Context: an optimization exercise on an open-source flow, tuned for small area, a short achievable clock period and few clock cycles per item. The choices shown serve that exercise and are no tape-out recipe.
At most, simulation tests tie the RTL to the original design; equivalence was not proved.
Only the layout flow was run in runs 1 to 4; the RTL was not checked for function there.

==> flow/design.v <==
module cordic (
    input  wire               clk,
    input  wire               rst_n,
    input  wire               start,
    input  wire signed [15:0] angle_in,
    output wire signed [15:0] cos_out,
    output wire signed [15:0] sin_out,
    output reg                done
);
    localparam signed [15:0] K = 16'sd9949;
    reg signed [15:0] x, y, z;
    reg [3:0] cnt;       
    reg [3:0] cntb;      
    reg px;              
    reg busy;
    wire [15:0] atan_i =
          ({16{cnt == 4'd1}} & 16'h1DAC) | ({16{cnt == 4'd2}} & 16'h0FAE)
        | ({16{cnt == 4'd3}} & 16'h07F5) | ({16{cnt == 4'd4}} & 16'h03FF)
        | ({16{cnt == 4'd5}} & 16'h0200) | ({16{cnt == 4'd6}} & 16'h0100)
        | ({16{cnt == 4'd7}} & 16'h0080) | ({16{cnt == 4'd8}} & 16'h0040)
        | ({16{cnt == 4'd9}} & 16'h0020) | ({16{cnt == 4'd10}} & 16'h0010)
        | ({16{cnt == 4'd11}} & 16'h0008) | ({16{cnt == 4'd12}} & 16'h0004)
        | ({16{cnt == 4'd13}} & 16'h0002) | ({16{cnt == 4'd14}} & 16'h0001);
    wire dz = ~z[15];                        
    wire signed [15:0] yc = y ^ {16{px}};
    wire signed [15:0] xc = x ^ {16{~px}};
    wire signed [15:0] ysh = yc >>> cnt;
    wire signed [15:0] xsh = xc >>> (~cntb);
    wire [15:0] x_n = x + ysh + {15'd0, px};
    wire [15:0] y_n = y + xsh + {15'd0, ~px};
    wire [15:0] z_n = z + (atan_i ^ {16{dz}}) + {15'd0, dz};
    wire d0 = ~angle_in[15];
    wire [15:0] z1 = d0 ? angle_in - 16'h3244 : angle_in + 16'h3244;
    wire [15:0] z_v = start ? z1 : z_n;
    always @(posedge clk) begin
        if (start) begin
            x   <= K;
            y   <= d0 ? K : -K;
        end else begin
            x   <= x_n;
            y   <= y_n;
        end
        if (start) begin
            cnt  <= 4'd1;
            cntb <= ~4'd1;
        end else begin
            cnt  <= cnt + 4'd1;
            cntb <= cntb - 4'd1;
        end
    end
    always @(posedge clk) begin
        z  <= z_v;
        px <= ~z_v[15];
    end
    wire last = (cnt == 4'd14);
    always @(posedge clk or negedge rst_n) begin
        if (!rst_n) begin
            busy <= 1'b0;
            done <= 1'b0;
        end else begin
            busy <= start | (busy & ~last);
            done <= busy & last;
        end
    end
    assign cos_out = x;
    assign sin_out = y;
endmodule
==> flow/run.sh <==
#!/bin/bash
# synth_recipe.tcl (not shown) runs the flow's synth.tcl, then flattens the netlist and writes it again
# the make line also repeats each setting of config.mk as NAME=value (left out here)
make -C /OpenROAD-flow-scripts/flow DESIGN_CONFIG=/design/flow/config.mk WORK_HOME=/design/flow/orfs CLKGATE_MAP_FILE= SYNTH_SCRIPT=/design/flow/synth_recipe.tcl finish
==> flow/config.mk <==
export PLATFORM = sky130hd
export DESIGN_NAME = cordic
export DESIGN_NICKNAME = cordic
export VERILOG_FILES = /design/flow/design.v
export SDC_FILE = /design/flow/constraint.sdc
export NUM_CORES = 4
export LEC_CHECK = 0
export ABC_AREA = 1
export CAP_MARGIN = 20
export CORE_MARGIN = 2
export CORE_UTILIZATION = 45
export CTS_BUF_LIST = sky130_fd_sc_hd__clkbuf_4
export CTS_CLUSTER_SIZE = 20
export SETUP_SLACK_MARGIN = 3.85
export SLEW_MARGIN = 20
==> flow/constraint.sdc <==
create_clock -name core_clock -period 7.0 [get_ports {clk}]
set_input_delay 1.4000 -clock core_clock [delete_from_list [all_inputs] [get_ports {clk}]]
set_output_delay 1.4000 -clock core_clock [all_outputs]
set_load 0.01 [all_outputs]
==> results of run 1 <==
## cells by family after synthesis
group | after synthesis | synth area share [%]
compound gates | 232 | 19.9
simple gates | 471 | 30.9
flops | 59 | 18.8
buf+inv | 130 | 8.65
xor+xnor | 54 | 7.45
mux | 4 | 0.630
fa+ha+maj | 66 | 13.7
## worst register-to-register path, cell delays in order (launching register included)
cell      delay (ns)
dfxtp_4         0.41
buf_6           0.15
buf_4           0.13
xnor2_1         0.13
nand2_1         0.07
nand2_1         0.06
nand2_1         0.05
o21ai_1         0.10
o21ai_2         0.19
o21ai_2         0.08
fa_2            0.39
fa_2            0.36
nand3_1         0.10
nand3_2         0.11
a21boi_2        0.19
nor2_2          0.08
nand2_1         0.08
nand3b_1        0.08
nand3_1         0.09
nand2_1         0.06
## final cells by class
cell class	count	area (µm²)
timing repair buffer	86	837
multi-input combinational	827	4810
clock buffer	13	97.6
tap	180	225
inverter	99	387
fill	1440	6220
sequential	59	1210
clock inverter	3	38.8
## state kept, by name, indices dropped and copies added (netlist names)
name  flops
busy      1
px        1
y        16
cntb      4
x        16
cnt       4
done      1
z        16
## through the flow
stage | util (%) | cells
5_1_grt | 55.0 | 1267
6_report | 55.0 | 1267
2_1_floorplan | - | 1016
3_3_place_gp | 50.0 | 1217
4_1_cts | 52.4 | 1247
3_5_place_dp | 50.0 | 1217
## worst paths after layout
check,start,endpoint,slack (ns),cells after the start
hold reg to reg,cntb[0],cntb[0],0.45,1
setup reg to reg,px,y[10],4.00,19
setup / recovery,px,y[10],4.00,19
min in group asynchronous,rst_n,done,1.08,1
max in group asynchronous,rst_n,busy,5.81,1
hold / removal,cntb[0],cntb[0],0.45,1
## synthesized netlist by cell type, drive strengths merged, types with 3 or more instances
cell,instances
inv,98
nand3,94
o21ai,105
clkbuf,14
or2,6
o22ai,3
xnor2,24
xor2,30
o21a,4
nor4,3
a21oi,87
mux2i,4
a21o,9
nand2,279
fa,6
ha,60
o21bai,3
dfxtp,57
nand3b,4
nand4,3
nor2,71
nor3,11
a31oi,4
o211ai,12
buf,17
## per-layer routing
metal	track usage [%]	vias to the layer above	share of wire (%)
met5	0	-	0
met4	6.75	0	1.8
met3	3.95	31	4.0
met2	42.3	158	47
met1	33.4	3038	47
li1	-	3523	-
## what timing repair did
item	4_1_cts	5_1_grt
buffers inserted	14	19
gates resized for setup	22	59
pin swaps	3	12
gates cloned	0	1
setup endpoints to repair	37	33
hold buffers	0	0
==> results.sh, run 1 <==
export IMPL_synth_nets=1101
export IMPL_crit_path_max_fanout=7
export IMPL_clock_latency_ns=0.47
export IMPL_layout_common_cells="nand2_1 (272), nand3_1 (90), inv_1 (89), a21oi_1 (86), o21ai_0 (70)"
export IMPL_final_common_cell="nand2_1"
export IMPL_n_antenna_cell=0
export IMPL_syn_area_mm2=0.00635
export IMPL_drv_slew=0
export IMPL_path_buf_inv=2
export IMPL_ys_warnings_count=1
export IMPL_placementRows=43
export IMPL_ys_seq_area_share_pct=18.8
export IMPL_cp_data_required_time_ns=7.36
export IMPL_placed_cell_area_mm2=0.00692
export IMPL_ant_nets=0
export IMPL_cts_buffer_depth=2
export IMPL_num_io_pins=52
export IMPL_start_util_pct=45.9
export IMPL_cts_tree="built"
export IMPL_finalCritPeriodShare_pct=42.8
export IMPL_critPathKind="reg2reg"
export IMPL_synth_edf_count=0
export IMPL_drt_pass1_iterations=5
export IMPL_worst_path_max_delay_cell="dfxtp_4"
export IMPL_critical_path_arrival_ns=3.35
export IMPL_overflow=0
export IMPL_place_gp_congestion=0.919
export IMPL_cp_top_family="simple AND/OR/NAND/NOR gates"
export IMPL_die_area_mm2=0.0151
export IMPL_ys_seq_elements=59
export IMPL_die_x_um=123
export IMPL_track_usage_pct=25.2
export IMPL_routedWlPerCell_um=14.8
export IMPL_cts_htree_levels=3
export IMPL_clkTransAtPathRegs_ns=0.11
export IMPL_crit_path_end_kind="flip-flop"
export IMPL_fin_area_mm2=0.00761
export IMPL_fmax_mhz=334
export IMPL_slew_headroom_pct=35.8
export IMPL_maxCapViolations=0
export IMPL_rsz0062_at_grt="yes"
export IMPL_drc=0
export IMPL_antenna_found_initial=0
export IMPL_hpwl_um=14100
export IMPL_status="complete, no violations"
export IMPL_wl_um=18800
export IMPL_dr_total_vias=6750
export IMPL_fin_ws_ns=4.00
export IMPL_grt_max_degree=47
export IMPL_syn_to_final_growth_pct=19.8
export IMPL_finalNetCount=1167
export IMPL_cpPeakStageDelay_ns=0.41
export IMPL_grt_pass1_vias=6059
export IMPL_finalSetupViolCount=0
export IMPL_io_buffers=51
export IMPL_synth_top_area_cell="dfxtp_1"
export IMPL_viasPerCell=5.33
export IMPL_drt_iter0_drc=464
export IMPL_tightest_slew_ns=0.962
export IMPL_cts_buffers=9
export IMPL_crit_path_frequent_cell="nand2_1"
export IMPL_place_ws_ns=3.16
export IMPL_finalHoldViolCount=0
export IMPL_critPathLaunchType="flip-flop"
export IMPL_whs_ns=0.453
export IMPL_async_flop_share_pct=3.39
export IMPL_hold_path_class="reg2reg"
export IMPL_die_height_um=123
export IMPL_finalSetupTns_ns=0
export IMPL_yosysTopAreaCellShare_pct=18.0
export IMPL_root_buffer="clkbuf_4"
export IMPL_ys_flop_type="dfxtp_1"
export IMPL_synth_area_leaders="dfxtp_1 (18%), nand2_1 (16%), ha_1 (12%)"
export IMPL_clkSinkCount=59
export IMPL_ys_types=43
export IMPL_layout_drive_gt1_share_pct=10.7
export IMPL_period_needed_ns=3.00
export IMPL_grt_pass1_wl_um=29600
export IMPL_syn_inst=1016
export IMPL_fin_skew_ns=0.0148
export IMPL_synth_avg_cell_area_um2=6.25
export IMPL_path_cells="buf_6 -> buf_4 -> xnor2_1 -> nand2_1 -> nand2_1 -> nand2_1 -> o21ai_1 -> o21ai_2 -> o21ai_2 -> fa_2 -> fa_2 -> nand3_1 -> nand3_2 -> a21boi_2 -> nor2_2 -> nand2_1 -> nand3b_1 -> nand3_1 -> nand2_1"
export IMPL_coreArea_mm2=0.0138
==> inputs of run 2 (changes only) <==
--- a/flow/config.mk
+++ b/flow/config.mk
@@ -12,4 +12,4 @@
 export CTS_BUF_LIST = sky130_fd_sc_hd__clkbuf_4
 export CTS_CLUSTER_SIZE = 20
-export SETUP_SLACK_MARGIN = 3.85
+export SETUP_SLACK_MARGIN = 3.95
 export SLEW_MARGIN = 20
==> results.sh, run 2 <==
export IMPL_ant_nets=0
export IMPL_die_x_um=123
export IMPL_worstHoldStart="cntb[0]"
export IMPL_crit_path_max_fanout=3
export IMPL_status="complete, no violations"
export IMPL_yosysTopAreaCellShare_pct=18.0
export IMPL_ys_types=43
export IMPL_hold_end="cntb[0]"
export IMPL_ys_warnings_count=1
export IMPL_wl_um=19000
export IMPL_hold_depth=1
export IMPL_r2r_end="y[10]"
export IMPL_grt_pass1_vias=6083
export IMPL_layout_drive_gt1_share_pct=14.2
export IMPL_n_antenna_cell=0
export IMPL_cts_tree="built"
export IMPL_placementRows=43
export IMPL_drv_slew=0
export IMPL_tightest_slew_ns=0.753
export IMPL_finalNetCount=1178
export IMPL_cpPeakStageDelay_ns=0.60
export IMPL_syn_area_mm2=0.00635
export IMPL_finalSetupViolCount=0
export IMPL_syn_inst=1016
export IMPL_r2r_start="px"
export IMPL_cp_data_required_time_ns=5.60
export IMPL_cts_htree_levels=3
export IMPL_synth_top_area_cell="dfxtp_1"
export IMPL_grt_max_degree=47
export IMPL_maxCapViolations=0
export IMPL_track_usage_pct=25.2
export IMPL_syn_to_final_growth_pct=24.0
export IMPL_finalSetupTns_ns=0
export IMPL_clock_latency_ns=0.47
export IMPL_path_buf_inv=1
export IMPL_synth_most_common_cell="nand2_1"
export IMPL_critPathKind="reg2out"
export IMPL_grt_pass1_wl_um=29700
export IMPL_viasPerCell=5.36
export IMPL_routedWlPerCell_um=14.9
export IMPL_finalHoldViolCount=0
export IMPL_dr_total_vias=6849
export IMPL_reg_top3="x: 16 flops, y: 16 flops, z: 16 flops"
export IMPL_critical_path_arrival_ns=1.58
export IMPL_clkTransAtPathRegs_ns=0.11
export IMPL_synth_edf_count=0
export IMPL_die_area_mm2=0.0151
export IMPL_drt_iter0_drc=374
export IMPL_die_height_um=123
export IMPL_ys_seq_elements=59
export IMPL_hpwl_um=14100
export IMPL_crit_path_end_kind="output port"
export IMPL_ys_flop_type="dfxtp_1"
export IMPL_hold_path_class="reg2reg"
export IMPL_layout_common_cells="nand2_1 (267), nand3_1 (87), inv_1 (87), a21oi_1 (83), o21ai_0 (66)"
export IMPL_coreArea_mm2=0.0138
export IMPL_slew_headroom_pct=49.8
export IMPL_rsz0062_at_grt="yes"
export IMPL_synth_nets=1101
export IMPL_antenna_found_initial=0
export IMPL_worst_path_max_delay_cell="clkdlybuf4s50_1"
export IMPL_cts_buffer_depth=2
export IMPL_critPathLaunchType="flip-flop"
export IMPL_drc=0
export IMPL_finalCritPeriodShare_pct=42.6
export IMPL_io_buffers=51
export IMPL_fmax_mhz=335
export IMPL_cp_top_family="buffers and inverters"
export IMPL_period_needed_ns=2.98
export IMPL_place_gp_congestion=0.919
export IMPL_cts_buffers=9
export IMPL_async_flop_share_pct=3.39
export IMPL_synth_avg_cell_area_um2=6.25
export IMPL_path_cells="clkdlybuf4s50_1"
export IMPL_r2r_setup_slack_ns=4.04
export IMPL_final_common_cell="nand2_1"
export IMPL_root_buffer="clkbuf_4"
export IMPL_path_depth=1
export IMPL_start_util_pct=45.9
export IMPL_clkSinkCount=59
export IMPL_ys_seq_area_share_pct=18.8
export IMPL_drt_pass1_iterations=5
export IMPL_synth_commonest_cells="nand2_1 (277), nand3_1 (94), inv_1 (93), a21oi_1 (87), o21ai_0 (81)"
export IMPL_fin_skew_ns=0.0104
export IMPL_synth_area_leaders="dfxtp_1 (18%), nand2_1 (16%), ha_1 (12%)"
export IMPL_num_io_pins=52
export IMPL_nFillCells=1402
export IMPL_reg2reg_depth=17
export IMPL_overflow=0
[run 2: cell count changes in the layout (fill, tap and decap cells not counted), sizes merged]
cell | before | now
clkinvlp | 2 | 3
buf | 34 | 45
clkbuf | 14 | 15
inv | 97 | 95
clkdlybuf4s15 | 1 | 0
clkinv | 2 | 3
[run 2: how the worst max path moves through the flow]
| stage | from | endpoint |
|---|---|---|
| 2_1_floorplan | px | y[14] |
| 3_3_place_gp | px | x[10] |
| 3_5_place_dp | px | x[10] |
| 4_1_cts | px | x[10] |
| 5_1_grt | px | y[10] |
| 6_report | y[13] | sin_out[13] |
[run 2: logic make-up (layout without fill, tap and decap cells)]
family	count (synthesis)	count (layout)	synth area share, %
AO/OA/AOI/OAI	232	232	19.9
multiplexers	4	4	0.630
AND/OR/NAND/NOR	471	471	30.9
flip-flops	59	59	18.8
buffers and inverters	130	212	8.65
XOR/XNOR	54	54	7.45
adder cells (fa/ha/maj)	66	66	13.7
[run 2: metal layers]
layer,global-route usage [%],routed length (µm),vias to the layer above
met5,0,0,-
met4,6.75,406,0
met3,3.95,685,31
met2,42.4,8970,145
met1,33.5,8930,3121
li1,-,-,3552
[run 2: area by class of cell]
cell class,count,area [µm²],share of cell area [%]
repair buffers,97,931,11.8
clock inverters,3,38.8,0.493
well taps,180,225,2.86
inverters,99,398,5.05
flip-flops and latches,59,1220,15.4
multi-input cells,827,4970,63.1
clock buffers,13,97.6,1.24
[run 2: timing repair]
action / 4_1_cts / 5_1_grt
pin swaps: 3 / 30
endpoints found under the setup margin: 42 / 35
gates resized for setup: 29 / 99
buffers inserted: 15 / 29
hold buffers: 0 / 0
gates cloned: 0 / 1
[run 2: metrics by stage]
step                      cell area, µm²  utilization, %  hold WS [ns]  instances  worst slack (ns)
after global placement              6920            50.0         0.454       1217              3.14
after global routing                7880            57.0         0.472       1278              3.87
final                               7880            57.0         0.453       1278              4.02
after floorplan                     6350               -         0.442       1016              4.01
after detailed placement            6920            50.0         0.463       1217              3.16
after CTS                           7280            52.6         0.491       1248              3.90
==> inputs of run 3 (changes only) <==
--- a/flow/config.mk
+++ b/flow/config.mk
@@ -12,4 +12,4 @@
 export CTS_BUF_LIST = sky130_fd_sc_hd__clkbuf_4
 export CTS_CLUSTER_SIZE = 20
-export SETUP_SLACK_MARGIN = 3.95
+export SETUP_SLACK_MARGIN = 3.75
 export SLEW_MARGIN = 20
==> results.sh, run 3 <==
export IMPL_status="complete, no violations"
export IMPL_reg2reg_depth=19
export IMPL_die_x_um=123
export IMPL_worstHoldStart="cntb[0]"
export IMPL_fin_skew_ns=0.0155
export IMPL_drv_slew=0
export IMPL_ys_flop_type="dfxtp_1"
export IMPL_finalSetupTns_ns=0
export IMPL_placementRows=43
export IMPL_slew_headroom_pct=35.2
export IMPL_synth_most_common_cell="nand2_1"
export IMPL_cts_buffers=9
export IMPL_syn_inst=1016
export IMPL_drc=0
export IMPL_wl_um=18500
export IMPL_fin_ws_ns=3.91
export IMPL_track_usage_pct=24.9
export IMPL_dp_cells=1217
export IMPL_clock_latency_ns=0.47
export IMPL_antenna_found_initial=0
export IMPL_finalNetCount=1159
export IMPL_period_needed_ns=3.09
export IMPL_ys_types=43
export IMPL_ys_warnings_count=1
export IMPL_crit_path_max_fanout=7
export IMPL_hold_end="cntb[0]"
export IMPL_finalSetupViolCount=0
export IMPL_ys_seq_area_share_pct=18.8
export IMPL_die_area_mm2=0.0151
export IMPL_place_gp_congestion=0.919
export IMPL_finalCritPeriodShare_pct=44.1
export IMPL_rsz0062_at_grt="no"
export IMPL_path_depth=19
export IMPL_clkSinkCount=59
export IMPL_reg_top3="x: 16 flops, y: 16 flops, z: 16 flops"
export IMPL_worst_path_max_delay_cell="dfxtp_4"
export IMPL_critPathLaunchType="flip-flop"
export IMPL_whs_ns=0.454
export IMPL_dr_total_vias=6709
export IMPL_synth_edf_count=0
export IMPL_critPathKind="reg2reg"
export IMPL_cp_top_family="simple AND/OR/NAND/NOR gates"
export IMPL_n_antenna_cell=0
export IMPL_ctsHoldBuffers=0
export IMPL_maxCapViolations=0
export IMPL_instances_no_fill=1259
export IMPL_synth_commonest_cells="nand2_1 (277), nand3_1 (94), inv_1 (93), a21oi_1 (87), o21ai_0 (81)"
export IMPL_cts_htree_levels=3
export IMPL_r2r_end="y[10]"
export IMPL_grt_pass1_wl_um=29300
export IMPL_cp_data_required_time_ns=7.35
export IMPL_clkTransAtPathRegs_ns=0.10
export IMPL_syn_area_mm2=0.00635
export IMPL_path_buf_inv=1
export IMPL_synth_nets=1101
export IMPL_crit_path_end_kind="flip-flop"
export IMPL_synth_area_leaders="dfxtp_1 (18%), nand2_1 (16%), ha_1 (12%)"
export IMPL_num_io_pins=52
export IMPL_final_common_cell="nand2_1"
export IMPL_async_flop_share_pct=3.39
export IMPL_hpwl_um=14100
export IMPL_start_util_pct=45.9
export IMPL_fmax_mhz=324
export IMPL_fin_util_pct=53.9
export IMPL_r2r_start="px"
export IMPL_finalHoldViolCount=0
export IMPL_ant_nets=0
export IMPL_cts_tree="built"
export IMPL_ys_seq_elements=59
export IMPL_grt_max_degree=47
export IMPL_root_buffer="clkbuf_4"
export IMPL_coreArea_mm2=0.0138
export IMPL_r2r_setup_slack_ns=3.91
export IMPL_critical_path_arrival_ns=3.44
export IMPL_hold_depth=1
export IMPL_syn_to_final_growth_pct=17.4
export IMPL_place_ws_ns=3.16
export IMPL_crit_path_frequent_cell="nand2_1"
export IMPL_cpPeakStageDelay_ns=0.46
export IMPL_hold_path_class="reg2reg"
export IMPL_grt_pass1_vias=6000
export IMPL_routedWlPerCell_um=14.7
export IMPL_layout_common_cells="nand2_1 (273), nand3_1 (90), inv_1 (89), a21oi_1 (87), o21ai_0 (77)"
export IMPL_die_height_um=123
export IMPL_synth_top_area_cell="dfxtp_1"
export IMPL_drt_iter0_drc=421
export IMPL_cts_buffer_depth=2
export IMPL_drt_pass1_iterations=5
export IMPL_io_buffers=51
export IMPL_nFillCells=1458
export IMPL_overflow=0
export IMPL_yosysTopAreaCellShare_pct=18.0
export IMPL_path_cells="buf_6 -> or2_1 -> nand2_1 -> nand2_1 -> nand2_1 -> nand2_1 -> o21ai_1 -> o21ai_1 -> o21ai_2 -> fa_2 -> fa_2 -> nand3_1 -> nand3_2 -> a21boi_2 -> nor2_2 -> nand2_1 -> nand3b_1 -> nand3_1 -> nand2_1"
export IMPL_tightest_slew_ns=0.971
export IMPL_layout_drive_gt1_share_pct=8.90
export IMPL_viasPerCell=5.33
export IMPL_synth_avg_cell_area_um2=6.25
-- run 3: cell counts after synthesis --
Identical to the previous run, type by type.
-- run 3: area by class of cell --
class,count,area [µm²],area share (%)
Multi-Input combinational cell,827,4730,63.5
Sequential cell,59,1210,16.3
Timing Repair Buffer,78,767,10.3
Inverter,99,384,5.15
Tap cell,180,225,3.02
Clock buffer,13,97.6,1.31
Clock inverter,3,38.8,0.520
-- run 3: worst max path at each step --
stage               startpoint  endpoint  slack, ns
global route                px     y[10]       3.70
floorplan                   px     y[14]       4.01
finish                      px     y[10]       3.91
CTS                         px     x[10]       3.70
detailed placement          px     x[10]       3.16
global placement            px     x[10]       3.14
-- run 3: metrics by stage --
step / cell area, µm²
after floorplan: 6350
after CTS: 7160
after detailed placement: 6920
after global placement: 6920
final: 7460
after global routing: 7460
-- run 3: kinds of logic (layout without fill, tap and decap cells) --
| family | count (synthesis) | after routing | synth area share, % |
|---|---|---|---|
| DFF | 59 | 59 | 18.8 |
| muxes | 4 | 4 | 0.630 |
| and+or+nand+nor | 471 | 471 | 30.9 |
| adders and majority gates | 66 | 66 | 13.7 |
| AOI/OAI and AO/OA | 232 | 232 | 19.9 |
| xor gates and xnor gates | 54 | 54 | 7.45 |
| buffers and inverters | 130 | 193 | 8.65 |
-- run 3: timing repair --
action,4_1_cts,5_1_grt
gates resized for setup,13,45
pin swaps,0,9
setup endpoints to repair,34,28
buffers inserted,8,17
gates cloned,0,1
-- run 3: per-layer routing --
metal / vias to the layer above / share of wire [%] / global-route usage (%)
met2: 145 / 47 / 42.1
met5: - / 0 / 0
met3: 29 / 3.8 / 3.90
li1: 3511 / - / -
met4: 0 / 1.7 / 5.89
met1: 3024 / 47 / 33.2
==> inputs of run 4 (changes only) <==
--- a/flow/config.mk
+++ b/flow/config.mk
@@ -9,7 +9,7 @@
 export CAP_MARGIN = 20
 export CORE_MARGIN = 2
-export CORE_UTILIZATION = 45
+export CORE_UTILIZATION = 35
 export CTS_BUF_LIST = sky130_fd_sc_hd__clkbuf_4
 export CTS_CLUSTER_SIZE = 20
-export SETUP_SLACK_MARGIN = 3.75
+export SETUP_SLACK_MARGIN = 3.85
 export SLEW_MARGIN = 20
==> results.sh, run 4 <==
export IMPL_finalSetupTns_ns=0
export IMPL_syn_to_final_growth_pct=19.6
export IMPL_dr_total_vias=6730
export IMPL_wl_um=18500
export IMPL_die_height_um=139
export IMPL_track_usage_pct=19.2
export IMPL_io_buffers=51
export IMPL_coreArea_mm2=0.0179
export IMPL_maxCapViolations=0
export IMPL_grt_pass1_wl_um=30300
export IMPL_reg_top3="x: 16 flops, y: 16 flops, z: 16 flops"
export IMPL_antenna_found_initial=1
export IMPL_crit_path_end_kind="flip-flop"
export IMPL_synth_avg_cell_area_um2=6.25
export IMPL_drc=0
export IMPL_synth_commonest_cells="nand2_1 (277), nand3_1 (94), inv_1 (93), a21oi_1 (87), o21ai_0 (81)"
export IMPL_ys_seq_elements=59
export IMPL_placementRows=49
export IMPL_finalCritPeriodShare_pct=43.2
export IMPL_cts_buffers=9
export IMPL_dp_cells=1266
export IMPL_hold_path_class="reg2reg"
export IMPL_clkTransAtPathRegs_ns=0.11
export IMPL_finalHoldViolCount=0
export IMPL_synth_area_leaders="dfxtp_1 (18%), nand2_1 (16%), ha_1 (12%)"
export IMPL_overflow=0
export IMPL_async_flop_share_pct=3.39
export IMPL_fin_area_mm2=0.00760
export IMPL_yosysTopAreaCellShare_pct=18.0
export IMPL_root_buffer="clkbuf_4"
export IMPL_cts_htree_levels=3
export IMPL_cpPeakStageDelay_ns=0.45
export IMPL_finalNetCount=1156
export IMPL_critical_path_arrival_ns=3.34
export IMPL_status="complete, no violations"
export IMPL_critPathKind="reg2reg"
export IMPL_drt_pass1_iterations=7
export IMPL_syn_inst=1016
export IMPL_tightest_slew_ns=0.967
export IMPL_fin_skew_ns=0.0188
export IMPL_drv_slew=0
export IMPL_die_area_mm2=0.0192
export IMPL_finalSetupViolCount=0
export IMPL_cp_data_required_time_ns=7.31
export IMPL_instances_no_fill=1306
export IMPL_synth_nets=1101
export IMPL_place_gp_congestion=0.915
export IMPL_num_io_pins=52
export IMPL_crit_path_frequent_cell="nand2_2"
export IMPL_slew_headroom_pct=35.5
export IMPL_die_x_um=139
export IMPL_fmax_mhz=331
export IMPL_grt_max_degree=47
export IMPL_crit_path_max_fanout=7
export IMPL_period_needed_ns=3.02
export IMPL_cts_buffer_depth=2
export IMPL_ys_warnings_count=1
export IMPL_synth_top_area_cell="dfxtp_1"
export IMPL_fin_ws_ns=3.98
export IMPL_cts_tree="built"
export IMPL_routedWlPerCell_um=14.2
export IMPL_ys_seq_area_share_pct=18.8
export IMPL_drt_iter0_drc=544
export IMPL_syn_area_mm2=0.00635
export IMPL_critPathLaunchType="flip-flop"
export IMPL_clock_latency_ns=0.47
export IMPL_place_ws_ns=3.20
export IMPL_synth_edf_count=0
export IMPL_ant_nets=0
export IMPL_synth_most_common_cell="nand2_1"
export IMPL_viasPerCell=5.15
export IMPL_clkSinkCount=59
export IMPL_fin_util_pct=42.4
export IMPL_path_cells="clkbuf_16 -> nand2_1 -> nand2_2 -> nand2_1 -> o21ai_2 -> nand2_1 -> o21ai_2 -> nand2_2 -> nand3_2 -> nand3_2 -> fa_2 -> inv_2 -> fa_2 -> nand3_1 -> nand2_2 -> inv_1 -> o21ai_2 -> inv_2 -> nor2_4 -> nand2_2 -> nand3_1 -> nand3_1"
export IMPL_worst_path_max_delay_cell="dfxtp_4"
export IMPL_hpwl_um=14000
export IMPL_grt_pass1_vias=6213
export IMPL_rsz0062_at_grt="yes"
export IMPL_placed_cell_area_mm2=0.00698
export IMPL_final_common_cell="nand2_1"
export IMPL_start_util_pct=35.5
export IMPL_ctsHoldBuffers=0
export IMPL_layout_common_cells="nand2_1 (271), nand3_1 (91), inv_1 (89), a21oi_1 (81), o21ai_0 (73)"
export IMPL_ys_flop_type="dfxtp_1"
export IMPL_layout_drive_gt1_share_pct=10.6
export IMPL_ys_types=43
-- run 4: cell counts after synthesis --
Identical to the previous run, type by type.
-- run 4: cell families after synthesis --
family / share of synthesized area [%]
buf+inv: 8.65
fa+ha+maj: 13.7
simple gates: 30.9
compound gates: 19.9
mux: 0.630
flops: 18.8
xor+xnor: 7.45
-- run 4: metal layers --
layer | global-route usage (%) | up-vias | share of wire [%] | wire length, µm
met5 | 0 | - | 0 | 0
met4 | 6.70 | 0 | 2.4 | 441
met3 | 1.97 | 30 | 3.2 | 598
met2 | 32.5 | 146 | 47 | 8650
met1 | 25.5 | 3056 | 48 | 8790
li1 | - | 3498 | - | -
-- run 4: final cells by class --
type,instances,area (µm²)
antenna,1,2.50
inverter,99,389
clock inverter,6,32.5
clock buffer,10,75.1
tap,229,287
fill,1983,10300
sequential,59,1210
multi-input combinational,827,4850
timing repair buffer,75,749
-- run 4: final timing paths --
check	start	endpoint	slack (ns)	cells past startpoint
worst max-delay path	px	x[10]	3.98	22
min in group asynchronous	rst_n	busy	1.07	1
worst min-delay path	cnt[0]	cnt[0]	0.46	1
max in group asynchronous	rst_n	done	5.79	1
worst min register to register	cnt[0]	cnt[0]	0.46	1
worst max register to register	px	x[10]	3.98	22
-- run 4: metrics by stage --
stage	hold slack, ns
global placement	0.455
detailed placement	0.461
finish	0.463
global route	0.485
floorplan	0.442
CTS	0.492
-- run 4: repair_timing --
action | CTS | global route
endpoints found under the setup margin | 36 | 31
pin swaps | 1 | 17
setup buffers | 8 | 13
gates cloned | 0 | 2
resized for setup | 21 | 66
-- run 4: worst max-delay path: cells and delay by family (launching register included) --
family,cells,cell delay (ns)
AOI/OAI and AO/OA,3,0.37
buffers and inverters,4,0.41
and+or+nand+nor,13,1.05
DFF,1,0.45
adders and majority gates,2,0.59
==> inputs of run 5 (changes only) <==
--- a/flow/design.v
+++ b/flow/design.v
@@ -24,9 +24,9 @@
     wire dz = ~z[15];                        
     wire signed [15:0] yc = y ^ {16{px}};
-    wire signed [15:0] xc = x ^ {16{~px}};
+    wire signed [15:0] xc = x ^ {16{z[15]}};      
     wire signed [15:0] ysh = yc >>> cnt;
     wire signed [15:0] xsh = xc >>> (~cntb);
     wire [15:0] x_n = x + ysh + {15'd0, px};
-    wire [15:0] y_n = y + xsh + {15'd0, ~px};
+    wire [15:0] y_n = y + xsh + {15'd0, z[15]};
     wire [15:0] z_n = z + (atan_i ^ {16{dz}}) + {15'd0, dz};
     wire d0 = ~angle_in[15];
--- a/flow/config.mk
+++ b/flow/config.mk
@@ -9,7 +9,7 @@
 export CAP_MARGIN = 20
 export CORE_MARGIN = 2
-export CORE_UTILIZATION = 35
+export CORE_UTILIZATION = 45
 export CTS_BUF_LIST = sky130_fd_sc_hd__clkbuf_4
 export CTS_CLUSTER_SIZE = 20
-export SETUP_SLACK_MARGIN = 3.85
+export SETUP_SLACK_MARGIN = 3.92
 export SLEW_MARGIN = 20
==> results.sh, run 5 <==
export IMPL_synth_most_common_cell="nand2_1"
export IMPL_tightest_slew_ns=0.662
export IMPL_num_io_pins=52
export IMPL_fin_util_pct=54.7
export IMPL_cp_data_required_time_ns=7.35
export IMPL_multi_input_area_mm2=0.00483
export IMPL_cp_top_family="simple AND/OR/NAND/NOR gates"
export IMPL_drv_slew=0
export IMPL_antenna_found_initial=2
export IMPL_r2r_start="px"
export IMPL_r2r_end="x[10]"
export IMPL_ctsHoldBuffers=0
export IMPL_finalSetupViolCount=0
export IMPL_die_x_um=124
export IMPL_synth_commonest_cells="nand2_1 (280), inv_1 (110), nand3_1 (89), o21ai_0 (83), a21oi_1 (79)"
export IMPL_clkSinkCount=59
export IMPL_drc=0
export IMPL_yosysTopAreaCellShare_pct=17.6
export IMPL_maxCapViolations=0
export IMPL_drt_iter0_drc=432
export IMPL_wl_um=18900
export IMPL_critical_path_arrival_ns=3.36
export IMPL_period_needed_ns=3.01
export IMPL_layout_drive_gt1_share_pct=10.3
export IMPL_path_cells="buf_6 -> buf_4 -> xor2_2 -> nand2_1 -> o21ai_1 -> nand2_1 -> nand3_1 -> nand3_1 -> fa_1 -> inv_1 -> fa_2 -> nand3_1 -> nand2_1 -> inv_1 -> o21ai_2 -> inv_1 -> nor2_2 -> nand2_1 -> nand3_1 -> nand3_1"
export IMPL_crit_path_start="px"
export IMPL_placementRows=43
export IMPL_overflow=0
export IMPL_place_ws_ns=3.17
export IMPL_cts_buffer_depth=2
export IMPL_slew_headroom_pct=55.8
export IMPL_finalHoldViolCount=0
export IMPL_synth_top_area_cell="dfxtp_1"
export IMPL_ys_types=47
export IMPL_regArea_mm2=0.00122
export IMPL_worstHoldStart="busy"
export IMPL_dr_total_vias=6730
export IMPL_finalSetupTns_ns=0
export IMPL_path_buf_inv=5
export IMPL_finalCritPeriodShare_pct=43.0
export IMPL_hold_path_class="reg2reg"
export IMPL_ys_seq_area_share_pct=18.4
export IMPL_crit_path_end_kind="flip-flop"
export IMPL_syn_to_final_growth_pct=17.9
export IMPL_coreArea_mm2=0.0140
export IMPL_place_gp_congestion=0.912
export IMPL_final_common_cell="nand2_1"
export IMPL_synth_area_leaders="dfxtp_1 (18%), nand2_1 (16%), ha_1 (12%)"
export IMPL_layout_common_cells="nand2_1 (277), inv_1 (105), nand3_1 (88), a21oi_1 (78), o21ai_0 (68)"
export IMPL_ant_nets=0
export IMPL_path_depth=20
export IMPL_reg_top3="x: 16 flops, y: 16 flops, z: 16 flops"
export IMPL_crit_path_frequent_cell="nand3_1"
export IMPL_hpwl_um=14700
export IMPL_cts_buffers=9
export IMPL_drt_pass1_iterations=5
export IMPL_routedWlPerCell_um=14.7
export IMPL_start_util_pct=46.4
export IMPL_async_flop_share_pct=3.39
export IMPL_fin_ws_ns=3.99
export IMPL_syn_area_mm2=0.00649
export IMPL_r2r_setup_slack_ns=3.99
export IMPL_grt_max_degree=34
export IMPL_critPathKind="reg2reg"
export IMPL_track_usage_pct=24.9
export IMPL_die_area_mm2=0.0154
export IMPL_synth_nets=1120
export IMPL_fin_skew_ns=0.0133
export IMPL_worst_path_max_delay_cell="dfxtp_4"
export IMPL_nFillCells=1462
export IMPL_rsz0062_at_grt="yes"
export IMPL_viasPerCell=5.24
export IMPL_ys_seq_elements=59
export IMPL_cts_tree="built"
export IMPL_cts_htree_levels=3
export IMPL_synth_avg_cell_area_um2=6.27
export IMPL_status="complete, no violations"
export IMPL_ys_warnings_count=1
export IMPL_cpPeakStageDelay_ns=0.43
export IMPL_fmax_mhz=332
export IMPL_io_buffers=51
export IMPL_syn_inst=1035
export IMPL_finalNetCount=1181
export IMPL_grt_pass1_vias=6181
export IMPL_clock_latency_ns=0.48
export IMPL_synth_edf_count=0
export IMPL_critPathLaunchType="flip-flop"
export IMPL_crit_path_max_fanout=7
export IMPL_die_height_um=124
export IMPL_clkTransAtPathRegs_ns=0.12
export IMPL_root_buffer="clkbuf_4"
export IMPL_grt_pass1_wl_um=29800
export IMPL_endpoint="x[10]"
export IMPL_reg2reg_depth=20
export IMPL_ys_flop_type="dfxtp_1"
run 5: worst min-delay path, cell delays in order, from the launching register on:
cell and delay [ns]:
dfrtp_1 0.37, nand2_1 0.05, nand2_1 0.05
run 5: cell type report:
class                   instances  share of cell area (%)
diodes                          3                  0.0981
clock buffers                   9                   0.883
clock inverters                 7                    1.21
inverters                     114                    5.92
multi-input cells             832                    63.2
flip-flops and latches         59                    15.9
well taps                     180                    2.94
repair buffers                 78                    9.63
repair inverters                2                   0.196
run 5: cells by family after synthesis:
logic type / synth area share [%]
xor gates and xnor gates: 7.68
AOI/OAI and AO/OA: 19.0
DFF: 18.4
muxes: 0.617
buffers and inverters: 9.28
adders and majority gates: 13.4
and+or+nand+nor: 31.6
run 5: layer usage:
layer	share of wire, %	track usage [%]	wire, µm
met1	45	31.0	8560
met2	50	43.8	9430
met3	3.0	4.35	566
met4	1.9	7.65	352
met5	0	0	0
run 5: worst min path at each step:
stage                  end  slack [ns]  depth (start not counted)
finish                busy        0.49                          2
global route        cnt[0]        0.52                          1
CTS                   busy        0.49                          2
detailed placement    busy        0.46                          2
global placement      busy        0.46                          2
floorplan             busy        0.44                          2
run 5: through the flow:
stage                     hold slack (ns)  area, µm²  instances
after CTS                           0.494       7280       1258
after global placement              0.456       7060       1238
after detailed placement            0.464       7060       1238
final                               0.489       7650       1284
after global routing                0.518       7650       1284
after floorplan                     0.442       6490       1035
run 5: timing repair:
action | 4_1_cts | 5_1_grt
resized for setup | 20 | 61
pin swaps | 0 | 6
gates cloned | 2 | 0
setup endpoints to repair | 38 | 34
buffers inserted | 2 | 23
Testbench counts of run 5, summed over its fixed seeds: cycles 24,008, items 1,600.
==> inputs of run 6 (changes only) <==
--- a/flow/config.mk
+++ b/flow/config.mk
@@ -12,4 +12,4 @@
 export CTS_BUF_LIST = sky130_fd_sc_hd__clkbuf_4
 export CTS_CLUSTER_SIZE = 20
-export SETUP_SLACK_MARGIN = 3.92
+export SETUP_SLACK_MARGIN = 3.8
 export SLEW_MARGIN = 20
==> results.sh, run 6 <==
export IMPL_finalCritPeriodShare_pct=42.6
export IMPL_nFillCells=1468
export IMPL_maxCapViolations=0
export IMPL_clkTransAtPathRegs_ns=0.12
export IMPL_drt_pass1_iterations=5
export IMPL_start_util_pct=46.4
export IMPL_finalHoldViolCount=0
export IMPL_cts_htree_levels=3
export IMPL_track_usage_pct=24.8
export IMPL_ys_seq_elements=59
export IMPL_drc=0
export IMPL_synth_commonest_cells="nand2_1 (280), inv_1 (110), nand3_1 (89), o21ai_0 (83), a21oi_1 (79)"
export IMPL_crit_path_max_fanout=9
export IMPL_grt_pass1_vias=6143
export IMPL_yosysTopAreaCellShare_pct=17.6
export IMPL_routedWlPerCell_um=14.7
export IMPL_grt_max_degree=34
export IMPL_finalNetCount=1176
export IMPL_syn_inst=1035
export IMPL_ys_warnings_count=1
export IMPL_regArea_mm2=0.00122
export IMPL_viasPerCell=5.22
export IMPL_cp_data_required_time_ns=7.37
export IMPL_crit_path_end_kind="flip-flop"
export IMPL_fin_skew_ns=0.0152
export IMPL_ys_types=47
export IMPL_layout_common_cells="nand2_1 (278), inv_1 (105), nand3_1 (86), a21oi_1 (79), o21ai_0 (71)"
export IMPL_layout_drive_gt1_share_pct=8.85
export IMPL_die_x_um=124
export IMPL_coreArea_mm2=0.0140
export IMPL_synth_area_leaders="dfxtp_1 (18%), nand2_1 (16%), ha_1 (12%)"
export IMPL_root_buffer="clkbuf_4"
export IMPL_cpPeakStageDelay_ns=0.38
export IMPL_placementRows=43
export IMPL_synth_avg_cell_area_um2=6.27
export IMPL_drv_slew=0
export IMPL_drt_iter0_drc=401
export IMPL_synth_top_area_cell="dfxtp_1"
export IMPL_reg_top3="x: 16 flops, y: 16 flops, z: 16 flops"
export IMPL_critPathLaunchType="input pin"
export IMPL_finalSetupViolCount=0
export IMPL_status="complete, no violations"
export IMPL_io_buffers=51
export IMPL_hold_path_class="reg2reg"
export IMPL_ant_nets=0
export IMPL_cts_buffer_depth=2
export IMPL_cts_tree="built"
export IMPL_critical_path_arrival_ns=3.35
export IMPL_period_needed_ns=2.98
export IMPL_synth_most_common_cell="nand2_1"
export IMPL_ctsHoldBuffers=0
export IMPL_dr_total_vias=6662
export IMPL_synth_nets=1120
export IMPL_place_gp_congestion=0.912
export IMPL_critPathKind="in2reg"
export IMPL_clkSinkCount=59
export IMPL_syn_area_mm2=0.00649
export IMPL_grt_pass1_wl_um=29700
export IMPL_rsz0062_at_grt="no"
export IMPL_slew_headroom_pct=54.3
export IMPL_final_common_cell="nand2_1"
export IMPL_overflow=0
export IMPL_worst_path_max_delay_cell="ha_1"
export IMPL_path_cells="dlygate4sd2_1 -> inv_2 -> ha_1 -> a21oi_1 -> o21ai_0 -> a21oi_1 -> nor2_1 -> nor3_1 -> nor2_1"
export IMPL_hpwl_um=14700
export IMPL_syn_to_final_growth_pct=16.4
export IMPL_reg2reg_depth=20
export IMPL_fmax_mhz=335
export IMPL_hold_depth=1
export IMPL_antenna_found_initial=1
export IMPL_async_flop_share_pct=3.39
export IMPL_tightest_slew_ns=0.685
export IMPL_clock_latency_ns=0.47
export IMPL_multi_input_area_mm2=0.00479
export IMPL_ys_flop_type="dfxtp_1"
export IMPL_num_io_pins=52
export IMPL_die_area_mm2=0.0154
export IMPL_wl_um=18800
export IMPL_cts_buffers=9
export IMPL_synth_edf_count=0
export IMPL_die_height_um=124
export IMPL_ys_seq_area_share_pct=18.4
export IMPL_finalSetupTns_ns=0
run 6: path summary, 6_finish.rpt:
kind | from | end | slack, ns
worst max-delay path | angle_in[15] | z[8] | 4.02
worst min-delay path | cnt[0] | cnt[0] | 0.49
worst max register to register | px | x[10] | 4.04
worst min register to register | cnt[0] | cnt[0] | 0.49
max in group asynchronous | rst_n | busy | 5.81
min in group asynchronous | rst_n | done | 1.07
run 6: critical path: cells and delay by family:
kind,cells,cell delay [ns]
compound gates,3,0.56
fa+ha+maj,1,0.38
buf+inv,2,0.55
simple gates,3,0.46
run 6: per-stage QoR:
step / std cells / cell area [µm²] / hold WS, ns / setup slack [ns] / utilization [%]
floorplan: 1035 / 6490 / 0.442 / 4.09 / -
global placement: 1238 / 7060 / 0.456 / 3.13 / 50.5
detailed placement: 1238 / 7060 / 0.464 / 3.17 / 50.5
CTS: 1255 / 7250 / 0.494 / 3.85 / 51.8
global route: 1277 / 7550 / 0.504 / 3.76 / 54.0
finish: 1277 / 7550 / 0.486 / 4.02 / 54.0
run 6: cell type report:
| cell class | instances | area share [%] |
|---|---|---|
| Multi-Input combinational cell | 832 | 63.5 |
| Sequential cell | 59 | 16.1 |
| Timing Repair Buffer | 73 | 9.20 |
| Inverter | 114 | 5.88 |
| Tap cell | 180 | 2.98 |
| Clock inverter | 7 | 1.23 |
| Clock buffer | 9 | 0.895 |
| Timing Repair inverter | 2 | 0.199 |
| Antenna cell | 1 | 0.0332 |
run 6: cell families after synthesis:
kind of cell,synth area share (%)
fa+ha+maj,13.4
xor+xnor,7.68
compound gates,19.0
mux,0.617
flops,18.4
buf+inv,9.28
simple gates,31.6
run 6: what timing repair did:
item / in CTS / in global routing
cloned: 1 / 1
pin swaps: 0 / 9
setup endpoints to repair: 35 / 32
gates resized for setup: 15 / 46
buffers inserted: 0 / 20
run 6: per-layer routing:
metal  up-vias  share of wire, %  GRT usage (%)
met5         -                 0              0
met4         0               1.9           8.08
met3        24               3.5           4.35
met2       118                49           43.2
met1      2972                45           30.9
li1       3548                 -              -
==> inputs of run 7 (changes only) <==
--- a/flow/config.mk
+++ b/flow/config.mk
@@ -11,5 +11,6 @@
 export CORE_UTILIZATION = 45
 export CTS_BUF_LIST = sky130_fd_sc_hd__clkbuf_4
-export CTS_CLUSTER_SIZE = 20
-export SETUP_SLACK_MARGIN = 3.8
+export CTS_CLUSTER_DIAMETER = 30
+export CTS_CLUSTER_SIZE = 10
+export SETUP_SLACK_MARGIN = 3.85
 export SLEW_MARGIN = 20
==> results.sh, run 7 <==
export IMPL_rsz0062_at_grt="yes"
export IMPL_coreArea_mm2=0.0140
export IMPL_drc=0
export IMPL_path_cells="clkdlybuf4s50_1"
export IMPL_antenna_found_initial=2
export IMPL_synth_avg_cell_area_um2=6.27
export IMPL_cts_tree="built"
export IMPL_crit_path_max_fanout=4
export IMPL_place_gp_congestion=0.912
export IMPL_period_needed_ns=2.97
export IMPL_fin_skew_ns=0.0147
export IMPL_whs_ns=0.489
export IMPL_cts_buffer_depth=2
export IMPL_ys_warnings_count=1
export IMPL_critPathKind="reg2out"
export IMPL_syn_to_final_growth_pct=17.3
export IMPL_layout_common_cells="nand2_1 (277), inv_1 (105), nand3_1 (88), a21oi_1 (78), o21ai_0 (71)"
export IMPL_crit_path_end_kind="output port"
export IMPL_cpPeakStageDelay_ns=0.60
export IMPL_fmax_mhz=336
export IMPL_overflow=0
export IMPL_grt_pass1_vias=6143
export IMPL_cts_htree_levels=3
export IMPL_async_flop_share_pct=3.39
export IMPL_synth_commonest_cells="nand2_1 (280), inv_1 (110), nand3_1 (89), o21ai_0 (83), a21oi_1 (79)"
export IMPL_drt_iter0_drc=430
export IMPL_num_io_pins=52
export IMPL_syn_area_mm2=0.00649
export IMPL_cts_buffers=9
export IMPL_drv_slew=0
export IMPL_final_common_cell="nand2_1"
export IMPL_die_x_um=124
export IMPL_yosysTopAreaCellShare_pct=17.6
export IMPL_cp_top_family="buffers and inverters"
export IMPL_die_area_mm2=0.0154
export IMPL_critical_path_arrival_ns=1.57
export IMPL_critPathLaunchType="flip-flop"
export IMPL_finalSetupTns_ns=0
export IMPL_dr_total_vias=6732
export IMPL_wl_um=18800
export IMPL_placementRows=43
export IMPL_ant_nets=0
export IMPL_synth_area_leaders="dfxtp_1 (18%), nand2_1 (16%), ha_1 (12%)"
export IMPL_routedWlPerCell_um=14.7
export IMPL_clock_latency_ns=0.47
export IMPL_clkTransAtPathRegs_ns=0.11
export IMPL_viasPerCell=5.25
export IMPL_layout_drive_gt1_share_pct=9.55
export IMPL_worst_path_max_delay_cell="clkdlybuf4s50_1"
export IMPL_grt_pass1_wl_um=29700
export IMPL_synth_top_area_cell="dfxtp_1"
export IMPL_hold_path_class="reg2reg"
export IMPL_die_height_um=124
export IMPL_synth_nets=1120
export IMPL_path_buf_inv=1
export IMPL_tightest_slew_ns=0.687
export IMPL_ys_seq_area_share_pct=18.4
export IMPL_clkSinkCount=59
export IMPL_drt_pass1_iterations=5
export IMPL_finalHoldViolCount=0
export IMPL_grt_max_degree=34
export IMPL_synth_edf_count=0
export IMPL_syn_inst=1035
export IMPL_reg_top3="x: 16 flops, y: 16 flops, z: 16 flops"
export IMPL_ctsHoldBuffers=0
export IMPL_start_util_pct=46.4
export IMPL_cp_data_required_time_ns=5.60
export IMPL_finalSetupViolCount=0
export IMPL_root_buffer="clkbuf_4"
export IMPL_status="complete, no violations"
export IMPL_slew_headroom_pct=54.2
export IMPL_finalCritPeriodShare_pct=42.5
export IMPL_hpwl_um=14700
export IMPL_synth_most_common_cell="nand2_1"
export IMPL_track_usage_pct=24.8
export IMPL_io_buffers=51
export IMPL_maxCapViolations=0
export IMPL_finalNetCount=1180
export IMPL_ys_types=47
export IMPL_ys_seq_elements=59
export IMPL_ys_flop_type="dfxtp_1"
run 7: cell count changes in the layout (fill, tap and decap cells not counted), sizes merged:
cell / change
buf: +4
dlygate4sd2: -1
clkdlybuf4s15: +1
diode: +2
run 7: per-layer routing:
layer | up-vias | track usage (%) | share of wire (%)
met3 | 29 | 4.35 | 3.2
met4 | 0 | 8.08 | 2.2
met1 | 3031 | 30.9 | 45
met2 | 109 | 43.2 | 49
li1 | 3563 | - | -
met5 | - | 0 | 0
run 7: kinds of logic after synthesis:
family	after synthesis	synth area share (%)
compound gates	225	19.0
xor+xnor	56	7.68
fa+ha+maj	66	13.4
buf+inv	144	9.28
flops	59	18.4
mux	4	0.617
simple gates	481	31.6
run 7: layout make-up:
class / instances / area (µm²)
timing repair buffer: 77 / 729
fill: 1462 / 6380
tap: 180 / 225
sequential: 59 / 1220
timing repair inverter: 2 / 15.0
clock inverter: 7 / 92.6
clock buffer: 9 / 67.6
inverter: 114 / 444
antenna: 3 / 7.51
multi-input combinational: 832 / 4810
run 7: metrics by stage:
stage	utilization (%)	cell area (µm²)	setup WS, ns	std cells
3_3_place_gp	50.5	7060	3.13	1238
3_5_place_dp	50.5	7060	3.17	1238
5_1_grt	54.4	7610	3.76	1283
6_report	54.4	7610	4.03	1283
2_1_floorplan	-	6490	4.09	1035
4_1_cts	51.8	7250	3.85	1255
run 7: what timing repair did:
item	in CTS	in global routing
setup buffers	0	24
setup endpoints to repair	35	34
pin swaps	0	6
resized for setup	15	51
cloned	1	1
endpoints found under the hold margin	0	0
run 7: worst paths after layout:
kind / from / endpoint / slack (ns) / depth (start not counted)
max in group asynchronous: rst_n / done / 5.81 / 1
min in group asynchronous: rst_n / busy / 1.07 / 1
max: y[1] / sin_out[1] / 4.03 / 1
min reg2reg: cnt[0] / cnt[0] / 0.49 / 1
min: cnt[0] / cnt[0] / 0.49 / 1
max reg2reg: px / x[10] / 4.06 / 20
==> inputs of run 8 (changes only) <==
--- a/flow/config.mk
+++ b/flow/config.mk
@@ -11,6 +11,5 @@
 export CORE_UTILIZATION = 45
 export CTS_BUF_LIST = sky130_fd_sc_hd__clkbuf_4
-export CTS_CLUSTER_DIAMETER = 30
-export CTS_CLUSTER_SIZE = 10
+export CTS_CLUSTER_SIZE = 20
 export SETUP_SLACK_MARGIN = 3.85
 export SLEW_MARGIN = 20
==> results.sh, run 8 <==
export IMPL_grt_max_degree=34
export IMPL_placementRows=43
export IMPL_fin_area_mm2=0.00761
export IMPL_slew_headroom_pct=54.2
export IMPL_synth_commonest_cells="nand2_1 (280), inv_1 (110), nand3_1 (89), o21ai_0 (83), a21oi_1 (79)"
export IMPL_hold_end="cnt[0]"
export IMPL_async_flop_share_pct=3.39
export IMPL_grt_util_met2_pct=43.2
export IMPL_synth_area_leaders="dfxtp_1 (18%), nand2_1 (16%), ha_1 (12%)"
export IMPL_rsz0062_at_grt="yes"
export IMPL_synth_most_common_cell="nand2_1"
export IMPL_num_io_pins=52
export IMPL_synth_edf_count=0
export IMPL_die_height_um=124
export IMPL_ys_flop_type="dfxtp_1"
export IMPL_grt_pass1_wl_um=29700
export IMPL_clkSinkCount=59
export IMPL_wl_um=18800
export IMPL_critPathLaunchType="flip-flop"
export IMPL_start_util_pct=46.4
export IMPL_ctsHoldBuffers=0
export IMPL_worstHoldStart="cnt[0]"
export IMPL_die_x_um=124
export IMPL_use_met3_pct=4.35
export IMPL_cp_data_required_time_ns=5.60
export IMPL_syn_to_final_growth_pct=17.3
export IMPL_ant_nets=0
export IMPL_drc=0
export IMPL_top_usage_layer="met2"
export IMPL_syn_inst=1035
export IMPL_antenna_found_initial=2
export IMPL_cpPeakStageDelay_ns=0.60
export IMPL_synth_nets=1120
export IMPL_reg2reg_depth=20
export IMPL_syn_area_mm2=0.00649
export IMPL_overflow=0
export IMPL_ys_seq_elements=59
export IMPL_coreArea_mm2=0.0140
export IMPL_r2r_start="px"
export IMPL_clock_latency_ns=0.47
export IMPL_layout_drive_gt1_share_pct=9.55
export IMPL_dp_cells=1238
export IMPL_finalSetupTns_ns=0
export IMPL_drv_slew=0
export IMPL_r2r_end="x[10]"
export IMPL_path_buf_inv=1
export IMPL_hold_depth=1
export IMPL_hold_path_class="reg2reg"
export IMPL_finalHoldViolCount=0
export IMPL_finalCritPeriodShare_pct=42.5
export IMPL_hpwl_um=14700
export IMPL_r2r_setup_slack_ns=4.06
export IMPL_viasPerCell=5.25
export IMPL_maxCapViolations=0
export IMPL_period_needed_ns=2.97
export IMPL_root_buffer="clkbuf_4"
export IMPL_die_area_mm2=0.0154
export IMPL_cts_buffers=9
export IMPL_cts_buffer_depth=2
export IMPL_fin_skew_ns=0.0147
export IMPL_final_common_cell="nand2_1"
export IMPL_tightest_slew_ns=0.687
export IMPL_finalNetCount=1180
export IMPL_routedWlPerCell_um=14.7
export IMPL_path_cells="clkdlybuf4s50_1"
export IMPL_fin_util_pct=54.4
export IMPL_instances_no_fill=1283
export IMPL_status="complete, no violations"
export IMPL_ys_types=47
export IMPL_whs_ns=0.489
export IMPL_crit_path_max_fanout=4
export IMPL_track_usage_pct=24.8
export IMPL_gr_usage_met1_pct=30.9
export IMPL_cts_htree_levels=3
export IMPL_cts_tree="built"
export IMPL_critical_path_arrival_ns=1.57
export IMPL_place_gp_congestion=0.912
export IMPL_worst_path_max_delay_cell="clkdlybuf4s50_1"
export IMPL_layout_common_cells="nand2_1 (277), inv_1 (105), nand3_1 (88), a21oi_1 (78), o21ai_0 (71)"
export IMPL_crit_path_end_kind="output port"
export IMPL_drt_iter0_drc=430
export IMPL_critPathKind="reg2out"
export IMPL_finalSetupViolCount=0
export IMPL_io_buffers=51
export IMPL_dr_total_vias=6732
export IMPL_grt_pass1_vias=6143
export IMPL_fmax_mhz=336
export IMPL_cp_top_family="buffers and inverters"
export IMPL_synth_top_area_cell="dfxtp_1"
export IMPL_ys_seq_area_share_pct=18.4
export IMPL_ys_warnings_count=1
export IMPL_placed_cell_area_mm2=0.00706
export IMPL_drt_pass1_iterations=5
export IMPL_synth_avg_cell_area_um2=6.27
export IMPL_reg_top3="x: 16 flops, y: 16 flops, z: 16 flops"
export IMPL_clkTransAtPathRegs_ns=0.11
export IMPL_yosysTopAreaCellShare_pct=17.6
==> run 8: cell type report <==
type / instances / area (µm²)
Fill cell: 1462 / 6380
Multi-Input combinational cell: 832 / 4810
Sequential cell: 59 / 1220
Timing Repair Buffer: 77 / 729
Inverter: 114 / 444
Tap cell: 180 / 225
Clock inverter: 7 / 92.6
Clock buffer: 9 / 67.6
Timing Repair inverter: 2 / 15.0
Antenna cell: 3 / 7.51
==> run 8: worst max-delay path by stage <==
stage                 start    endpoint  slack [ns]  cells past startpoint
2_1_floorplan        cnt[1]       z[15]        4.09                     16
3_3_place_gp   angle_in[15]        z[8]        3.13                      9
4_1_cts             cntb[0]       y[14]        3.85                     16
5_1_grt                  px       x[10]        3.76                     20
6_report               y[1]  sin_out[1]        4.03                      1
3_5_place_dp   angle_in[15]        z[8]        3.17                      9
==> run 8: kinds of logic after synthesis <==
group                      share of synthesized area (%)
AOI/OAI and AO/OA                                   19.0
xor gates and xnor gates                            7.68
adders and majority gates                           13.4
and+or+nand+nor                                     31.6
DFF                                                 18.4
muxes                                              0.617
buffers and inverters                               9.28
==> run 8: timing repair <==
action / CTS / global route
setup endpoints to repair: 35 / 34
gates cloned: 1 / 1
setup buffers: 0 / 24
pin swaps: 0 / 6
resized for setup: 15 / 51
==> run 8: per-layer routing <==
metal | wire length (µm) | vias up
met5 | 0 | -
met4 | 412 | 0
met3 | 610 | 29
met2 | 9260 | 109
met1 | 8530 | 3031
li1 | - | 3563
==> run 8: per-stage QoR <==
step / worst slack, ns
2_1_floorplan: 4.09
3_3_place_gp: 3.13
3_5_place_dp: 3.17
4_1_cts: 3.85
5_1_grt: 3.76
6_report: 4.03
==> inputs of run 9 (changes only) <==
--- a/flow/config.mk
+++ b/flow/config.mk
@@ -10,5 +10,5 @@
 export CORE_MARGIN = 2
 export CORE_UTILIZATION = 45
-export CTS_BUF_LIST = sky130_fd_sc_hd__clkbuf_4
+export CTS_BUF_LIST = sky130_fd_sc_hd__clkbuf_4 sky130_fd_sc_hd__clkbuf_8
 export CTS_CLUSTER_SIZE = 20
 export SETUP_SLACK_MARGIN = 3.85
==> results.sh, run 9 <==
export IMPL_status="complete, no violations"
export IMPL_clkSinkCount=59
export IMPL_drt_pass1_iterations=5
export IMPL_routedWlPerCell_um=14.8
export IMPL_coreArea_mm2=0.0140
export IMPL_start_util_pct=46.4
export IMPL_synth_area_leaders="dfxtp_1 (18%), nand2_1 (16%), ha_1 (12%)"
export IMPL_layout_common_cells="nand2_1 (279), inv_1 (105), nand3_1 (87), a21oi_1 (78), o21ai_0 (71)"
export IMPL_synth_edf_count=0
export IMPL_critPathLaunchType="flip-flop"
export IMPL_ant_nets=0
export IMPL_drc=0
export IMPL_root_buffer="clkbuf_8"
export IMPL_num_io_pins=52
export IMPL_synth_avg_cell_area_um2=6.27
export IMPL_crit_path_max_fanout=8
export IMPL_die_x_um=124
export IMPL_die_height_um=124
export IMPL_dr_total_vias=6710
export IMPL_dp_cells=1238
export IMPL_placed_cell_area_mm2=0.00706
export IMPL_n_antenna_cell=0
export IMPL_ys_seq_elements=59
export IMPL_critPathKind="reg2reg"
export IMPL_cts_buffer_depth=2
export IMPL_ys_warnings_count=1
export IMPL_finalCritPeriodShare_pct=42.3
export IMPL_period_needed_ns=2.96
export IMPL_reg2reg_depth=20
export IMPL_tightest_slew_ns=0.665
export IMPL_fin_area_mm2=0.00759
export IMPL_yosysTopAreaCellShare_pct=17.6
export IMPL_place_gp_congestion=0.912
export IMPL_finalSetupViolCount=0
export IMPL_slew_headroom_pct=55.6
export IMPL_ys_seq_area_share_pct=18.4
export IMPL_reg_top3="x: 16 flops, y: 16 flops, z: 16 flops"
export IMPL_drt_iter0_drc=379
export IMPL_synth_commonest_cells="nand2_1 (280), inv_1 (110), nand3_1 (89), o21ai_0 (83), a21oi_1 (79)"
export IMPL_finalSetupTns_ns=0
export IMPL_async_flop_share_pct=3.39
export IMPL_synth_top_area_cell="dfxtp_1"
export IMPL_grt_pass1_wl_um=29700
export IMPL_layout_drive_gt1_share_pct=8.89
export IMPL_cts_htree_levels=3
export IMPL_die_area_mm2=0.0154
export IMPL_syn_inst=1035
[run 9: cell count changes in the layout (fill, tap and decap cells not counted), sizes merged]
cell | previous run | this run
buf | 25 | 17
clkdlybuf4s15 | 1 | 0
diode | 3 | 0
[run 9: final cells by class]
cell class / count / area (µm²) / area share (%)
inverters: 114 / 449 / 5.92
multi-input cells: 832 / 4800 / 63.2
repair buffers: 68 / 669 / 8.82
repair inverters: 2 / 15.0 / 0.198
well taps: 180 / 225 / 2.97
clock buffers: 9 / 124 / 1.63
clock inverters: 7 / 92.6 / 1.22
flip-flops and latches: 59 / 1220 / 16.1
[run 9: per-layer routing]
layer | vias up | wire length (µm) | track usage (%)
met5 | - | 0 | 0
met4 | 0 | 413 | 7.44
met3 | 27 | 687 | 5.08
met2 | 132 | 9220 | 43.4
met1 | 3009 | 8480 | 30.7
li1 | 3542 | - | -
[run 9: cells by family (layout without fill, tap and decap cells)]
logic type	count (synthesis)	count (layout)	share of synthesized area (%)
XOR/XNOR	56	56	7.68
AND/OR/NAND/NOR	481	481	31.6
AO/OA/AOI/OAI	225	225	19.0
buffers and inverters	144	200	9.28
adder cells (fa/ha/maj)	66	66	13.4
multiplexers	4	4	0.617
flip-flops	59	59	18.4
[run 9: worst min-delay path, stage by stage, from the launching register on]
cell	delay, ns
dfrtp_1	0.35
nand2_1	0.05
nand2_1	0.05
[run 9: repair_timing]
item,CTS,global route
setup buffers,1,14
setup endpoints to repair,37,30
endpoints found under the hold margin,0,0
gates resized for setup,16,58
pin swaps,0,6
gates cloned,1,1
[run 9: path summary, 6_finish.rpt]
path | start | end | slack (ns)
setup reg to reg | px | x[10] | 4.04
hold / removal | busy | busy | 0.48
hold reg to reg | busy | busy | 0.48
setup / recovery | px | x[10] | 4.04
min in group asynchronous | rst_n | busy | 1.18
max in group asynchronous | rst_n | done | 5.70
[run 9: metrics by stage]
stage	hold slack, ns
2_1_floorplan	0.442
3_3_place_gp	0.456
3_5_place_dp	0.464
4_1_cts	0.484
5_1_grt	0.513
6_report	0.479

## port drivers added, routing unchanged
The flow's constraints put no driver on any port. The routed layouts listed below were extracted and timed again, unchanged, in two steps. Step 1 (the two cells are an assumption about what drives the block):
set clk [get_ports {clk}]
set_driving_cell -lib_cell sky130_fd_sc_hd__clkbuf_16 $clk
set_driving_cell -lib_cell sky130_fd_sc_hd__buf_2 [delete_from_list [all_inputs] $clk]
Step 2 times the ports against the registers' clock, not the clock port: input delays grow and output delays shrink by t, the midpoint of the rising clock arrivals with the driver on. a / b / c = ideal / step 1 / step 2; a / b = the first two.
run | shift t [ns] | setup WS [ns] | hold WS [ns] | worst setup path at the end
run 1 | 0.495 | 4.004 / 3.983 / 3.544 | 0.453 / 0.453 / 0.453 | input to register
run 2 | 0.497 | 4.016 / 3.979 / 3.716 | 0.453 / 0.453 / 0.453 | input to register
run 3 | 0.496 | 3.913 / 3.913 / 3.520 | 0.454 / 0.454 / 0.454 | input to register
run 4 | 0.495 | 3.977 / 3.977 / 3.597 | 0.463 / 0.463 / 0.463 | input to register
run 5 | 0.504 | 3.991 / 3.982 / 3.673 | 0.489 / 0.489 / 0.489 | input to register
run 6 | 0.504 | 4.019 / 3.991 / 3.532 | 0.486 / 0.486 / 0.486 | input to register
run 7 | 0.502 | 4.026 / 3.991 / 3.556 | 0.489 / 0.489 / 0.489 | input to register
run 8 | 0.502 | 4.026 / 3.991 / 3.556 | 0.489 / 0.489 / 0.489 | input to register
run 9 | 0.409 | 4.039 / 4.039 / 3.674 | 0.479 / 0.479 / 0.479 | input to register
After both steps setup and hold are still met in every run listed. The setup slack of run 6, which loses most, moves by -0.028 ns with the drivers and by -0.487 ns with both steps.
